This design comes from an exercise in tuning for small area, a short achievable clock period and few clock cycles on the open sky130 flow, not from production work.
RTL that was checked went through simulation tests only; none was proved equivalent to the original.
Power figures rest on the tool's default switching activity, not on a simulated workload.

Design drawLine, start of the top module:
module drawLine
    (
        output logic [18:0] addr  ,
        output logic [31:0] data  ,
        output logic        wr    ,
        input  logic        busy  ,
        input  logic        clk   ,
        input  logic        reset ,
        input  logic        clk_en,
        input  logic        start ,
        output logic        done  ,
        input  logic [31:0] dataa ,
        input  logic [31:0] datab ,
        input  logic  [7:0] n     ,
        output logic [31:0] result
    );
    logic        sb, sc, se, sf, sg, sw, run;   
    logic        single;                            
    logic        first;                             
    logic        steep, sgx, sgy;
    logic [10:0] freg;
    logic  [9:0] cnt;
    wire [9:0] rp = result[9:0];
    wire [9:0] rq = result[29:20];
    wire idle = ~(sb | sc | se | sf | sg | sw | run);
    wire [9:0] x0 = dataa[9:0];
    wire [9:0] y0 = dataa[19:10];
    wire [9:0] x1 = dataa[29:20];
    wire [9:0] y1 = datab[9:0];
    wire       empty = (x0 == x1) && (y0 == y1) && (n != 8'd0);
    logic       cci;
    wire [11:0] ccw = {1'b0, cnt, 1'b1} + {1'b0, ~rq, cci};
    wire        ccout = ccw[11];
    wire  [9:0] cc = ccw[10:1];
    wire        g    = ~freg[10];               
    logic       sbc;                            
    wire        fsel = sbc | g;
    wire        fci  = sb | g;
    wire [10:0] fop  = fsel ? ~{1'b0, rp} : {1'b0, rq};
    wire [11:0] fsw  = {freg, 1'b1} + {fop, fci};
    wire [10:0] fs   = fsw[11:1];
    wire  [9:0] bigD = steep ? rq : cnt;
    wire        mx  = ~first & (~steep | g);
    wire        my  = ~first & (steep | g);
    wire        xn  = mx & sgx;
    wire        h0  = my ^ xn;
    wire        h1  = my ? sgy : xn;
    wire        h2  = my ? ~sgy : xn;
    wire [18:0] addend = {{9{h1}}, h2, h1, h0, {6{xn}}, mx}
                       | {2'b00, rp & {10{sb}}, 7'd0}
                       | {9'd0, rq[9:7] & {3{sc}}, 7'd0};
    wire [18:0] asum = addr + addend;
  ...
For scale: ~840 cells after synthesis, about 88 flip-flops, roughly 160 I/O pins, about 0.0072 mm^2 of cells after synthesis.
==> module drawLine, before the edit <==
module drawLine
    (
        output logic [18:0] addr  ,
        output logic [31:0] data  ,
        output logic        wr    ,
        input  logic        busy  ,
        input  logic        clk   ,
        input  logic        reset ,
        input  logic        clk_en,
        input  logic        start ,
        output logic        done  ,
        input  logic [31:0] dataa ,
        input  logic [31:0] datab ,
        input  logic  [7:0] n     ,
        output logic [31:0] result
    );
    logic        sb, sc, se, sf, sg, sw, run;   
    logic        single;                            
    logic        first;                             
    logic        steep, sgx, sgy;
    logic [10:0] freg;
    logic  [9:0] cnt;
    wire [9:0] rp = result[9:0];
    wire [9:0] rq = result[29:20];
    wire idle = ~(sb | sc | se | sf | sg | sw | run);
    wire [9:0] x0 = dataa[9:0];
    wire [9:0] y0 = dataa[19:10];
    wire [9:0] x1 = dataa[29:20];
    wire [9:0] y1 = datab[9:0];
    wire       empty = (x0 == x1) && (y0 == y1) && (n != 8'd0);
    logic       cci;
    wire [11:0] ccw = {1'b0, cnt, 1'b1} + {1'b0, ~rq, cci};
    wire        ccout = ccw[11];
    wire  [9:0] cc = ccw[10:1];
    wire        g    = ~freg[10];               
    logic       sbc;                            
    wire        fsel = sbc | g;
    wire        fci  = sb | g;
    wire [10:0] fop  = fsel ? ~{1'b0, rp} : {1'b0, rq};
    wire [11:0] fsw  = {freg, 1'b1} + {fop, fci};
    wire [10:0] fs   = fsw[11:1];
    wire  [9:0] bigD = steep ? rq : cnt;
    wire        mx  = ~first & (~steep | g);
    wire        my  = ~first & (steep | g);
    wire        xn  = mx & sgx;
    wire        h0  = my ^ xn;
    wire        h1  = my ? sgy : xn;
    wire        h2  = my ? ~sgy : xn;
    wire [18:0] addend = {{9{h1}}, h2, h1, h0, {6{xn}}, mx}
                       | {2'b00, rp & {10{sb}}, 7'd0}
                       | {9'd0, rq[9:7] & {3{sc}}, 7'd0};
    wire [18:0] asum = addr + addend;
    wire issue = ~busy;
    wire start_e = idle & start;
    wire ev_run  = (sg | run) & issue;           
    wire last    = (cnt == 10'd1);
    wire ev_one  = ((sc & single) | sw) & issue;  
    wire fin     = (ev_run & last) | ev_one;      
    wire        en_cnt  = start_e | sc | (sf & steep) | ev_run;
    wire  [9:0] d_cnt   = (sg | run) ? cnt - 10'd1 :
                          sc ? cc ^ {10{sgx}} :
                          sf ? rq : x1;
    wire        en_freg = start_e | sb | sc | sf | sg | (run & issue & ~first);
    wire [10:0] d_freg  = sf ? ~{2'b00, bigD[9:1]} :
                          idle ? {1'b0, y1} : fs;
    wire        en_addr = start_e | sb | sc | (run & issue);
    wire [18:0] d_addr  = idle ? {y0, 2'b00, x0[6:0]} : asum;
    wire        go      = start_e & ~empty;
    wire        en_rp   = go | sb | sf | fin;
    wire  [9:0] d_rp    = idle ? y0 : sb ? 10'd0 : sf ? cc ^ {10{steep}} : datab[9:0];
    wire        en_rq   = go | (sc & ~single) | (sf & steep) | fin;
    wire  [9:0] d_rq    = idle ? x0 : (sc & ~single) ? fs[9:0] ^ {10{freg[10]}} : sf ? cnt : datab[29:20];
    wire        en_col  = go | fin;
    assign data = {22'd0, result[19:10]};
    always_ff @(posedge clk) begin
        if (reset) begin
            sb     <= 1'b0;
            sc     <= 1'b0;
            se     <= 1'b0;
            sf     <= 1'b0;
            sg     <= 1'b0;
            sw     <= 1'b0;
            run    <= 1'b0;
            wr     <= 1'b0;
            done   <= 1'b0;
            result <= 32'd0;
        end else if (clk_en) begin
            sb   <= start_e & ~empty;
            sc   <= sb;
            se   <= sc & ~single;
            sf   <= se;
            sg   <= sf;
            sw   <= ((sc & single) | sw) & ~issue;
            run  <= (sg | run) & ~(issue & last);
            wr   <= ev_run | ev_one;
            done <= (start_e & empty) | fin;
            if (en_rp)  result[9:0]   <= d_rp;
            if (en_col) result[19:10] <= datab[19:10];
            if (en_rq)  result[29:20] <= d_rq;
            if (fin)    result[31:30] <= datab[31:30];
        end
    end
    always_ff @(posedge clk) begin
        if (clk_en) begin
            if (start_e) begin
                single <= (n == 8'd0);
            end
            cci <= go | ((sb | se) & ccout);
            sbc <= go | sb;
            if (start_e | ev_run)
                first <= start_e;
            if (sb)
                sgx <= ~ccout;
            if (sc)
                sgy <= freg[10];
            if (se)
                steep <= ~ccout;
            if (en_cnt)
                cnt <= d_cnt;
            if (en_freg)
                freg <= d_freg;
            if (en_addr)
                addr <= d_addr;
        end
    end
endmodule
export LEC_CHECK = 0
export ABC_CLOCK_PERIOD_IN_PS = 2500
export CAP_MARGIN = 20
export CORE_MARGIN = 2
export CORE_UTILIZATION = 40
export PLACE_DENSITY = 0.6
export SETUP_SLACK_MARGIN = 2.9
export SLEW_MARGIN = 20
export TNS_END_PERCENT = 0
create_clock -name core_clock -period 6.0 [get_ports {clk}]
standard.sh (not shown) runs the stock make flow with config.mk's settings and CLKGATE_MAP_FILE= SYNTH_SCRIPT=/design/flow/synth_recipe.tcl, a recipe that flattens the netlist after the stock synthesis.
==> flow/flow/run.sh <==
#!/bin/bash
# Standard layout, with the port buffers made of the smallest buffer cell
# (the resizer upsizes them where timing needs it).
set -euo pipefail
export BUFFER_PORTS_ARGS="-buffer_cell sky130_fd_sc_hd__buf_1"
bash standard.sh finish > make_finish.log 2>&1
The starting point passed the timing, design-rule and antenna checks.
Next try:
--- a/flow/design.v
+++ b/flow/design.v
@@ -14,7 +14,7 @@
         input  logic  [7:0] n     ,
         output logic [31:0] result
     );
-    logic        sb, sc, se, sf, sg, sw, run;   
+    logic        sa, sb, sc, sd, se, sf, sg, sw, run;   
     logic        single;                            
     logic        first;                             
     logic        steep, sgx, sgy;
@@ -22,7 +22,7 @@
     logic  [9:0] cnt;
     wire [9:0] rp = result[9:0];
     wire [9:0] rq = result[29:20];
-    wire idle = ~(sb | sc | se | sf | sg | sw | run);
+    wire idle = ~(sa | sb | sc | sd | se | sf | sg | sw | run);
     wire [9:0] x0 = dataa[9:0];
     wire [9:0] y0 = dataa[19:10];
     wire [9:0] x1 = dataa[29:20];
@@ -65,17 +65,18 @@
                           idle ? {1'b0, y1} : fs;
     wire        en_addr = start_e | sb | sc | (run & issue);
     wire [18:0] d_addr  = idle ? {y0, 2'b00, x0[6:0]} : asum;
-    wire        go      = start_e & ~empty;
-    wire        en_rp   = go | sb | sf | fin;
-    wire  [9:0] d_rp    = idle ? y0 : sb ? 10'd0 : sf ? cc ^ {10{steep}} : datab[9:0];
-    wire        en_rq   = go | (sc & ~single) | (sf & steep) | fin;
-    wire  [9:0] d_rq    = idle ? x0 : (sc & ~single) ? fs[9:0] ^ {10{freg[10]}} : sf ? cnt : datab[29:20];
-    wire        en_col  = go | fin;
+    wire        en_rp   = sa | sb | sf | fin;
+    wire  [9:0] d_rp    = sa ? y0 : sb ? 10'd0 : sf ? cc ^ {10{steep}} : datab[9:0];
+    wire        en_rq   = sa | sd | (sf & steep) | fin;
+    wire  [9:0] d_rq    = sa ? x0 : sd ? freg[9:0] ^ {10{sgy}} : sf ? cnt : datab[29:20];
+    wire        en_col  = sa | fin;
     assign data = {22'd0, result[19:10]};
     always_ff @(posedge clk) begin
         if (reset) begin
+            sa     <= 1'b0;
             sb     <= 1'b0;
             sc     <= 1'b0;
+            sd     <= 1'b0;
             se     <= 1'b0;
             sf     <= 1'b0;
             sg     <= 1'b0;
@@ -85,9 +86,11 @@
             done   <= 1'b0;
             result <= 32'd0;
         end else if (clk_en) begin
-            sb   <= start_e & ~empty;
+            sa   <= start_e & ~empty;
+            sb   <= sa;
             sc   <= sb;
-            se   <= sc & ~single;
+            sd   <= sc & ~single;
+            se   <= sd;
             sf   <= se;
             sg   <= sf;
             sw   <= ((sc & single) | sw) & ~issue;
@@ -105,8 +108,8 @@
             if (start_e) begin
                 single <= (n == 8'd0);
             end
-            cci <= go | ((sb | se) & ccout);
-            sbc <= go | sb;
+            cci <= sa | ((sb | se) & ccout);
+            sbc <= sa | sb;
             if (start_e | ev_run)
                 first <= start_e;
             if (sb)
What happened: Wire length came out higher by 3.7%. Via count came out higher by about 6%. Critical path depth rises by 2. Synthesized area climbs by about 3%. Worst setup slack gets better by 33 ps. Design area went up by 1.0%.
Testbench counts after the change, summed over its fixed seeds: cycles 75,107.
The RTL of the first run of this note was laid out without a check of its function.

Starting RTL as in the previous note.
==> flow/config.mk <==
export PLATFORM = sky130hd
export DESIGN_NAME = drawLine
export DESIGN_NICKNAME = drawLine
export VERILOG_FILES = /design/flow/design.v
export SDC_FILE = /design/flow/constraint.sdc
export NUM_CORES = 4
export LEC_CHECK = 0
export ABC_CLOCK_PERIOD_IN_PS = 2500
export CAP_MARGIN = 20
export CORE_MARGIN = 2
export CORE_UTILIZATION = 40
export PLACE_DENSITY = 0.6
export SETUP_SLACK_MARGIN = 2.8
export SLEW_MARGIN = 20
==> flow/constraint.sdc <==
create_clock -name core_clock -period 6.0 [get_ports {clk}]
set_input_delay 1.2000 -clock core_clock [delete_from_list [all_inputs] [get_ports {clk}]]
set_output_delay 1.2000 -clock core_clock [all_outputs]
set_load 0.01 [all_outputs]
Scripts as last shown in full above: flow/flow/run.sh
The starting point completed with no timing, DRC or antenna violations.
==> next run, changes <==
--- a/flow/design.v
+++ b/flow/design.v
@@ -14,7 +14,7 @@
         input  logic  [7:0] n     ,
         output logic [31:0] result
     );
-    logic        sb, sc, se, sf, sg, sw, run;   
+    logic        sa, sb, sc, sd, se, sf, sg, sw, run;   
     logic        single;                            
     logic        first;                             
     logic        steep, sgx, sgy;
@@ -22,19 +22,18 @@
     logic  [9:0] cnt;
     wire [9:0] rp = result[9:0];
     wire [9:0] rq = result[29:20];
-    wire idle = ~(sb | sc | se | sf | sg | sw | run);
+    wire idle = ~(sa | sb | sc | sd | se | sf | sg | sw | run);
     wire [9:0] x0 = dataa[9:0];
     wire [9:0] y0 = dataa[19:10];
     wire [9:0] x1 = dataa[29:20];
     wire [9:0] y1 = datab[9:0];
     wire       empty = (x0 == x1) && (y0 == y1) && (n != 8'd0);
-    logic       cci;
+    wire        cci = sb | (sc & ~sgx) | (sf & ~steep);
     wire [11:0] ccw = {1'b0, cnt, 1'b1} + {1'b0, ~rq, cci};
     wire        ccout = ccw[11];
     wire  [9:0] cc = ccw[10:1];
     wire        g    = ~freg[10];               
-    logic       sbc;                            
-    wire        fsel = sbc | g;
+    wire        fsel = sb | sc | g;
     wire        fci  = sb | g;
     wire [10:0] fop  = fsel ? ~{1'b0, rp} : {1'b0, rq};
     wire [11:0] fsw  = {freg, 1'b1} + {fop, fci};
@@ -49,7 +48,10 @@
     wire [18:0] addend = {{9{h1}}, h2, h1, h0, {6{xn}}, mx}
                        | {2'b00, rp & {10{sb}}, 7'd0}
                        | {9'd0, rq[9:7] & {3{sc}}, 7'd0};
-    wire [18:0] asum = addr + addend;
+    wire [10:0] alo   = {1'b0, addr[9:0]} + {1'b0, addend[9:0]};
+    wire  [8:0] ahi0  = addr[18:10] + addend[18:10];
+    wire  [8:0] ahi1  = addr[18:10] + addend[18:10] + 9'd1;
+    wire [18:0] asum  = {alo[10] ? ahi1 : ahi0, alo[9:0]};
     wire issue = ~busy;
     wire start_e = idle & start;
     wire ev_run  = (sg | run) & issue;           
@@ -65,17 +67,18 @@
                           idle ? {1'b0, y1} : fs;
     wire        en_addr = start_e | sb | sc | (run & issue);
     wire [18:0] d_addr  = idle ? {y0, 2'b00, x0[6:0]} : asum;
-    wire        go      = start_e & ~empty;
-    wire        en_rp   = go | sb | sf | fin;
-    wire  [9:0] d_rp    = idle ? y0 : sb ? 10'd0 : sf ? cc ^ {10{steep}} : datab[9:0];
-    wire        en_rq   = go | (sc & ~single) | (sf & steep) | fin;
-    wire  [9:0] d_rq    = idle ? x0 : (sc & ~single) ? fs[9:0] ^ {10{freg[10]}} : sf ? cnt : datab[29:20];
-    wire        en_col  = go | fin;
+    wire        en_rp   = sa | sb | sf | fin;
+    wire  [9:0] d_rp    = sa ? y0 : sb ? 10'd0 : sf ? cc ^ {10{steep}} : datab[9:0];
+    wire        en_rq   = sa | sd | (sf & steep) | fin;
+    wire  [9:0] d_rq    = sa ? x0 : sd ? freg[9:0] ^ {10{sgy}} : sf ? cnt : datab[29:20];
+    wire        en_col  = sa | fin;
     assign data = {22'd0, result[19:10]};
     always_ff @(posedge clk) begin
         if (reset) begin
+            sa     <= 1'b0;
             sb     <= 1'b0;
             sc     <= 1'b0;
+            sd     <= 1'b0;
             se     <= 1'b0;
             sf     <= 1'b0;
             sg     <= 1'b0;
@@ -85,9 +88,11 @@
             done   <= 1'b0;
             result <= 32'd0;
         end else if (clk_en) begin
-            sb   <= start_e & ~empty;
+            sa   <= start_e & ~empty;
+            sb   <= sa;
             sc   <= sb;
-            se   <= sc & ~single;
+            sd   <= sc & ~single;
+            se   <= sd;
             sf   <= se;
             sg   <= sf;
             sw   <= ((sc & single) | sw) & ~issue;
@@ -105,8 +110,6 @@
             if (start_e) begin
                 single <= (n == 8'd0);
             end
-            cci <= go | ((sb | se) & ccout);
-            sbc <= go | sb;
             if (start_e | ev_run)
                 first <= start_e;
             if (sb)
Routed wire length fell by 2.4%; fmax hardly moves; non-clock buffer count goes down by 17; hold slack gets better by 0.029 ns; sequential power went down by 4.1%; via count drops by 1.5%; power decreases by 9.8%; synthesized area is higher by 0.49%; first-iteration DRC count decreases by 18%.
Testbench counts after the change, summed over its fixed seeds: cycles 75,107.
Function not checked in the first run of this note: the RTL went through the layout flow alone.

drawLine, a different RTL version from the one above (not shown whole).
Size: roughly 840 cells after synthesis, ~86 flip-flops, about 7200 µm² of cells after synthesis.
==> module drawLine, before the edit <==
module drawLine
    (
        output logic [18:0] addr  ,
        output logic [31:0] data  ,
        output logic        wr    ,
        input  logic        busy  ,
        input  logic        clk   ,
        input  logic        reset ,
        input  logic        clk_en,
        input  logic        start ,
        output logic        done  ,
        input  logic [31:0] dataa ,
        input  logic [31:0] datab ,
        input  logic  [7:0] n     ,
        output logic [31:0] result
    );
    logic        sb, sc, se, sf, sg, sw, run;   
    logic        single;                            
    logic        first;                             
    logic        steep, sgx, sgy;
    logic [10:0] freg;
    logic  [9:0] cnt;
    wire [9:0] rp = result[9:0];
    wire [9:0] rq = result[29:20];
    wire idle = ~(sb | sc | se | sf | sg | sw | run);
    wire [9:0] x0 = dataa[9:0];
    wire [9:0] y0 = dataa[19:10];
    wire [9:0] x1 = dataa[29:20];
    wire [9:0] y1 = datab[9:0];
    wire       empty = (x0 == x1) && (y0 == y1) && (n != 8'd0);
    wire        cci = sb | (sc & ~sgx) | (sf & ~steep);
    wire [11:0] ccw = {1'b0, cnt, 1'b1} + {1'b0, ~rq, cci};
    wire        ccout = ccw[11];
    wire  [9:0] cc = ccw[10:1];
    wire        g    = ~freg[10];               
    wire        fsel = sb | sc | g;
    wire        fci  = sb | g;
    wire [10:0] fop  = fsel ? ~{1'b0, rp} : {1'b0, rq};
    wire [11:0] fsw  = {freg, 1'b1} + {fop, fci};
    wire [10:0] fs   = fsw[11:1];
    wire  [9:0] bigD = steep ? rq : cnt;
    wire        mx  = ~first & (~steep | g);
    wire        my  = ~first & (steep | g);
    wire        xn  = mx & sgx;
    wire        h0  = my ^ xn;
    wire        h1  = my ? sgy : xn;
    wire        h2  = my ? ~sgy : xn;
    wire [18:0] addend = {{9{h1}}, h2, h1, h0, {6{xn}}, mx}
                       | {2'b00, rp & {10{sb}}, 7'd0}
                       | {9'd0, rq[9:7] & {3{sc}}, 7'd0};
    wire [10:0] alo   = {1'b0, addr[9:0]} + {1'b0, addend[9:0]};
    wire  [8:0] ahi0  = addr[18:10] + addend[18:10];
    wire  [8:0] ahi1  = addr[18:10] + addend[18:10] + 9'd1;
    wire [18:0] asum  = {alo[10] ? ahi1 : ahi0, alo[9:0]};
    wire issue = ~busy;
    wire start_e = idle & start;
    wire ev_run  = (sg | run) & issue;           
    wire last    = (cnt == 10'd1);
    wire ev_one  = ((sc & single) | sw) & issue;  
    wire fin     = (ev_run & last) | ev_one;      
    wire        en_cnt  = start_e | sc | (sf & steep) | ev_run;
    wire  [9:0] d_cnt   = (sg | run) ? cnt - 10'd1 :
                          sc ? cc ^ {10{sgx}} :
                          sf ? rq : x1;
    wire        en_freg = start_e | sb | sc | sf | sg | (run & issue & ~first);
    wire [10:0] d_freg  = sf ? ~{2'b00, bigD[9:1]} :
                          idle ? {1'b0, y1} : fs;
    wire        en_addr = start_e | sb | sc | (run & issue);
    wire [18:0] d_addr  = idle ? {y0, 2'b00, x0[6:0]} : asum;
    wire        go      = start_e & ~empty;
    wire        en_rp   = go | sb | sf | fin;
    wire  [9:0] d_rp    = idle ? y0 : sb ? 10'd0 : sf ? cc ^ {10{steep}} : datab[9:0];
    wire        en_rq   = go | (sc & ~single) | (sf & steep) | fin;
    wire  [9:0] d_rq    = idle ? x0 : (sc & ~single) ? fs[9:0] ^ {10{freg[10]}} : sf ? cnt : datab[29:20];
    wire        en_col  = go | fin;
    assign data = {22'd0, result[19:10]};
    always_ff @(posedge clk) begin
        if (reset) begin
            sb     <= 1'b0;
            sc     <= 1'b0;
            se     <= 1'b0;
            sf     <= 1'b0;
            sg     <= 1'b0;
            sw     <= 1'b0;
            run    <= 1'b0;
            wr     <= 1'b0;
            done   <= 1'b0;
            result <= 32'd0;
        end else if (clk_en) begin
            sb   <= start_e & ~empty;
            sc   <= sb;
            se   <= sc & ~single;
            sf   <= se;
            sg   <= sf;
            sw   <= ((sc & single) | sw) & ~issue;
            run  <= (sg | run) & ~(issue & last);
            wr   <= ev_run | ev_one;
            done <= (start_e & empty) | fin;
            if (en_rp)  result[9:0]   <= d_rp;
            if (en_col) result[19:10] <= datab[19:10];
            if (en_rq)  result[29:20] <= d_rq;
            if (fin)    result[31:30] <= datab[31:30];
        end
    end
    always_ff @(posedge clk) begin
        if (clk_en) begin
            if (start_e) begin
                single <= (n == 8'd0);
            end
            if (start_e | ev_run)
                first <= start_e;
            if (sb)
                sgx <= ~ccout;
            if (sc)
                sgy <= freg[10];
            if (se)
                steep <= ~ccout;
            if (en_cnt)
                cnt <= d_cnt;
            if (en_freg)
                freg <= d_freg;
            if (en_addr)
                addr <= d_addr;
        end
    end
endmodule
export LEC_CHECK = 0
export ABC_CLOCK_PERIOD_IN_PS = 2500
export CAP_MARGIN = 20
export CORE_MARGIN = 2
export CORE_UTILIZATION = 40
export PLACE_DENSITY = 0.6
export SETUP_SLACK_MARGIN = 2.7
export SLEW_MARGIN = 20
create_clock -name core_clock -period 6.0 [get_ports {clk}]
Scripts as last shown in full above: flow/flow/run.sh
Next try:
--- a/flow/design.v
+++ b/flow/design.v
@@ -15,5 +15,5 @@
         output logic [31:0] result
     );
-    logic        sb, sc, se, sf, sg, sw, run;   
+    logic        sa, sb, sc, se, sf, sg, sw, run;   
     logic        single;                            
     logic        first;                             
@@ -23,5 +23,5 @@
     wire [9:0] rp = result[9:0];
     wire [9:0] rq = result[29:20];
-    wire idle = ~(sb | sc | se | sf | sg | sw | run);
+    wire idle = ~(sa | sb | sc | se | sf | sg | sw | run);
     wire [9:0] x0 = dataa[9:0];
     wire [9:0] y0 = dataa[19:10];
@@ -29,10 +29,11 @@
     wire [9:0] y1 = datab[9:0];
     wire       empty = (x0 == x1) && (y0 == y1) && (n != 8'd0);
-    wire        cci = sb | (sc & ~sgx) | (sf & ~steep);
+    logic       cci;
     wire [11:0] ccw = {1'b0, cnt, 1'b1} + {1'b0, ~rq, cci};
     wire        ccout = ccw[11];
     wire  [9:0] cc = ccw[10:1];
     wire        g    = ~freg[10];               
-    wire        fsel = sb | sc | g;
+    logic       sbc;                            
+    wire        fsel = sbc | g;
     wire        fci  = sb | g;
     wire [10:0] fop  = fsel ? ~{1'b0, rp} : {1'b0, rq};
@@ -40,6 +41,7 @@
     wire [10:0] fs   = fsw[11:1];
     wire  [9:0] bigD = steep ? rq : cnt;
-    wire        mx  = ~first & (~steep | g);
-    wire        my  = ~first & (steep | g);
+    logic       mxs, mys;                       
+    wire        mx  = g ? ~first : mxs;
+    wire        my  = g ? ~first : mys;
     wire        xn  = mx & sgx;
     wire        h0  = my ^ xn;
@@ -68,13 +70,13 @@
     wire        en_addr = start_e | sb | sc | (run & issue);
     wire [18:0] d_addr  = idle ? {y0, 2'b00, x0[6:0]} : asum;
-    wire        go      = start_e & ~empty;
-    wire        en_rp   = go | sb | sf | fin;
-    wire  [9:0] d_rp    = idle ? y0 : sb ? 10'd0 : sf ? cc ^ {10{steep}} : datab[9:0];
-    wire        en_rq   = go | (sc & ~single) | (sf & steep) | fin;
-    wire  [9:0] d_rq    = idle ? x0 : (sc & ~single) ? fs[9:0] ^ {10{freg[10]}} : sf ? cnt : datab[29:20];
-    wire        en_col  = go | fin;
+    wire        en_rp   = sa | sb | sf | fin;
+    wire  [9:0] d_rp    = sa ? y0 : sb ? 10'd0 : sf ? cc ^ {10{steep}} : datab[9:0];
+    wire        en_rq   = sa | (sc & ~single) | (sf & steep) | fin;
+    wire  [9:0] d_rq    = sa ? x0 : (sc & ~single) ? fs[9:0] ^ {10{freg[10]}} : sf ? cnt : datab[29:20];
+    wire        en_col  = sa | fin;
     assign data = {22'd0, result[19:10]};
     always_ff @(posedge clk) begin
         if (reset) begin
+            sa     <= 1'b0;
             sb     <= 1'b0;
             sc     <= 1'b0;
@@ -88,5 +90,6 @@
             result <= 32'd0;
         end else if (clk_en) begin
-            sb   <= start_e & ~empty;
+            sa   <= start_e & ~empty;
+            sb   <= sa;
             sc   <= sb;
             se   <= sc & ~single;
@@ -108,6 +111,12 @@
                 single <= (n == 8'd0);
             end
+            cci <= sa | ((sb | se) & ccout);
+            sbc <= sa | sb;
             if (start_e | ev_run)
                 first <= start_e;
+            if (start_e | (ev_run & first)) begin
+                mxs <= ~start_e & ~steep;
+                mys <= ~start_e & steep;
+            end
             if (sb)
                 sgx <= ~ccout;
Setup slack improved by 0.12 ns.
Clock skew is higher by 0.0081 ns.
Clock-buffer cell count is higher by 1.
Synthesized area is higher by 6.0%.
Routed wire length is higher by 0.90%.
Die area is higher by 5.8%.
Global-route usage is higher by 0.33 points.
Maximum frequency is higher by 3.9%.
Synthesized cell count is higher by 8.1%.
Function was not checked in any run of this note: the RTL went through the layout flow alone.

-- separate check: timing with driven ports --
In the flow no input, the clock included, has a driving cell. The finished layouts below were timed again as built, in two steps.
Step 1 assumes that a clkbuf_16 drives the clock port and a buf_2 every other input.
Step 2 moves the port delays by t, midway between the first and last clock arrival at a register: inputs arrive t later, outputs are due t later. That takes back most of the time a late clock gives input paths.
a / b / c = no drivers / after step 1 / after step 2; a / b = the first two.
run | t, ns | setup slack, ns | worst hold slack (ns) | slew at the worst register clock pin (ns) | worst data-port slew with drivers (ns)
the first run of note 1 | 0.398 | 2.833 / 2.833 / 2.570 | 0.502 / 0.502 / 0.502 | 0.07 / 0.07 | 0.03
the second run of note 1 | 0.405 | 2.866 / 2.866 / 2.646 | 0.509 / 0.509 / 0.509 | 0.07 / 0.07 | 0.05
the first run of note 2 | 0.391 | 2.806 / 2.806 / 2.580 | 0.480 / 0.480 / 0.480 | 0.07 / 0.07 | 0.04
the second run of note 2 | 0.401 | 2.801 / 2.801 / 2.801 | 0.509 / 0.509 / 0.509 | 0.07 / 0.07 | 0.04
the first run of note 3 | 0.403 | 2.639 / 2.639 / 2.387 | 0.496 / 0.496 / 0.496 | 0.07 / 0.07 | 0.06
the second run of note 3 | 0.401 | 2.764 / 2.764 / 2.528 | 0.499 / 0.499 / 0.499 | 0.08 / 0.08 | 0.08
After both steps every run listed still meets setup and hold. For the first run of note 1, which loses most, drivers alone change the setup slack by 0.000 ns; drivers and shift together by -0.263 ns.
